Background: an optimization exercise with open tools, aiming at small area. Do not read the settings as production practice.

main:
// spi_display_controller_top
module spi_display_controller_top (
    input   wire            mco,
    input   wire            rst_n,
    input   wire            SPI_CLK,
    input   wire            SPI_CS,
    input   wire            SPI_MOSI,
    input   wire            DC,
    input   wire    [ 5:0]  iModeSelectorPort,
    output  wire            oDispClockPort,
    output  wire            oDispHsyncPort,
    output  wire            oDispVsyncPort,
    output  wire            oDispDataEnablePort,
    output  wire            oDispDispPort,
    output  wire            oDispLedSHDNPort,
    output  wire    [17:0]  oSRAMAddrPort,
    output  wire    [23:0]  oSRAMDataPort,
    output  wire            oSRAMDataDrivePort,
    output  wire            oSRAMWriteEnablePort,
    output  wire            oSRAMOutputEnablePort
    );
    wire        w_rst;
    wire [ 1:0] w_phase;
    wire [ 7:0] w_spi_mosi_data;
    wire        w_spi_dc;
    wire        w_spi_rxdone;
    wire [15:0] w_pixel_data;
    wire [24:0] w_col_addr;
    wire [24:0] w_row_addr;
    wire        w_sram_clr_req;
    wire        w_sram_write_req;
    wire        w_sram_waddr_set_req;
    wire        w_dispOn;
    wire [ 7:0] w_pwm_duty;
  ...
For scale: roughly 790 cells after synthesis, roughly 63 I/O pins, ~7300 sq um of cells after synthesis.
==> flow/config.mk <==
export PLATFORM = sky130hd
export DESIGN_NAME = spi_display_controller_top
export DESIGN_NICKNAME = spi_display_controller_top
export VERILOG_FILES = /design/flow/design.v
export SDC_FILE = /design/flow/constraint.sdc
export NUM_CORES = 4
export LEC_CHECK = 0
export CAP_MARGIN = 5
export CORE_MARGIN = 2
export CORE_UTILIZATION = 40
export GPL_TIMING_DRIVEN = 0
export SLEW_MARGIN = 5
==> flow/constraint.sdc <==
create_clock -name core_clock -period 5.0 [get_ports {mco}]
set_input_delay 1.0000 -clock core_clock [delete_from_list [all_inputs] [get_ports {mco}]]
set_output_delay 1.0000 -clock core_clock [all_outputs]
set_load 0.01 [all_outputs]
standard.sh (not shown) runs the stock make flow with config.mk's settings and CLKGATE_MAP_FILE= SYNTH_SCRIPT=/design/flow/synth_recipe.tcl, a recipe that flattens the netlist after the stock synthesis.
==> flow/flow/run.sh <==
#!/bin/bash
# Layout flow: the standard synthesis, then its combinational logic
# re-mapped for area by ABC (the flip-flops, their names and cell types
# are kept as the standard synthesis made them), then the standard ORFS
# layout with a lighter clock tree (no dummy loads) and minimum-size port
# buffers. Each tool's output goes to its own log file in this folder.
set -euo pipefail
W=$(pwd)
R=$W/orfs/results/$FLOW_PLATFORM/spi_display_controller_top/base
LIB=$FLOW_HOME/platforms/$FLOW_PLATFORM/lib/sky130_fd_sc_hd__tt_025C_1v80.lib
YOSYS=yosys
[[ -x $FLOW_HOME/../tools/install/yosys/bin/yosys ]] && YOSYS=$FLOW_HOME/../tools/install/yosys/bin/yosys
export CTS_ARGS="-sink_clustering_enable -repair_clock_nets -dont_use_dummy_load -buf_list sky130_fd_sc_hd__clkbuf_8"
export BUFFER_PORTS_ARGS="-buffer_cell sky130_fd_sc_hd__buf_1"

bash standard.sh synth > synth_standard.log 2>&1
cp "$R/1_2_yosys.v" "$W/standard_netlist.v"
python3 flow/gen_models.py "$LIB" "$W/standard_netlist.v" "$W/comb_models.v" > gen_models.log 2>&1

DONT_USE=""
for c in sky130_fd_sc_hd__probe_p_8 sky130_fd_sc_hd__probec_p_8; do DONT_USE="$DONT_USE -dont_use $c"; done
for c in $(grep -o 'cell *( *"\?sky130_fd_sc_hd__lpflow_[a-z0-9_]*' "$LIB" | grep -o 'sky130_fd_sc_hd__lpflow_[a-z0-9_]*' | sort -u); do
  DONT_USE="$DONT_USE -dont_use $c"
done
cat > resynth.ys <<EOS
read_verilog $W/comb_models.v
read_liberty -lib -ignore_redef $LIB
read_verilog $W/standard_netlist.v
hierarchy -check -top $FLOW_TOP
flatten
delete t:\$scopeinfo
techmap
opt -fast
abc -liberty $LIB $DONT_USE -script $W/flow/area.abc
setundef -zero
splitnets
opt_clean -purge
hilomap -singleton -hicell sky130_fd_sc_hd__conb_1 HI -locell sky130_fd_sc_hd__conb_1 LO
opt_clean -purge
stat -liberty $LIB
write_verilog -noattr -noexpr -nohex -nodec $R/1_2_yosys.v
EOS
$YOSYS -s resynth.ys > resynth.log 2>&1

bash standard.sh synth > synth_odb.log 2>&1
bash standard.sh > layout.log 2>&1
Other scripts of this flow, unchanged in this note and not shown: flow/flow/area.abc, flow/flow/gen_models.py
Layout checks on main: not met. Flow itself completed; violations: negative setup slack.
The inputs of the feature branch differ from those of main as listed below.
# main
export LEC_CHECK = 0
export CAP_MARGIN = 5
export CORE_MARGIN = 2
export CORE_UTILIZATION = 40
export GPL_TIMING_DRIVEN = 0
export SLEW_MARGIN = 5
create_clock -name core_clock -period 5.0 [get_ports {mco}]
# the feature branch
export LEC_CHECK = 0
export CAP_MARGIN = 20
export CORE_MARGIN = 2
export CORE_UTILIZATION = 40
export SLEW_MARGIN = 20
create_clock -name core_clock -period 5.0 [get_ports {mco}]
The final report for the feature branch shows a completed flow and a layout that fails verification, specifically negative setup slack. Diff main -> the feature branch: post-layout minimum cycle time moved down; wire length reported by the detailed router moved down; final cell count moved up; violation count after the first detailed-route iteration moved down; area growth from synthesis to layout moved down. Re critical path depth: the feature branch is 1 up on main. Between main and the feature branch, the number of setup violations in the final report is lower for the feature branch. The feature branch: detail-routed net length per standard cell is about 3.4% lower than what main reported. Fmax: the feature branch above main. Between main and the feature branch, the routing usage on met2 is higher for the feature branch.
Function was not checked in any run of this note: the RTL went through the layout flow alone.

==> afterwards: timing with drivers on the ports <==
The flow's constraints put no driver on any port. The routed layouts listed below were extracted and timed again, unchanged, in two steps.
Step 1, drivers: a clkbuf_16 drives mco and a buf_2 each remaining input, both assumed.
Step 2 also shifts input and output timing later by t, the mid clock arrival at the registers, as if the neighbouring blocks saw the same clock.
Three values: ideal, step 1, step 2; two values: the first two.
run | t, ns | slack for setup (ns) | slew at the worst register clock pin (ns)
main | 0.500 | -0.260 / -0.301 / 0.135 | 0.10 / 0.10
the feature branch | 0.498 | -0.123 / -0.165 / 0.334 | 0.10 / 0.10
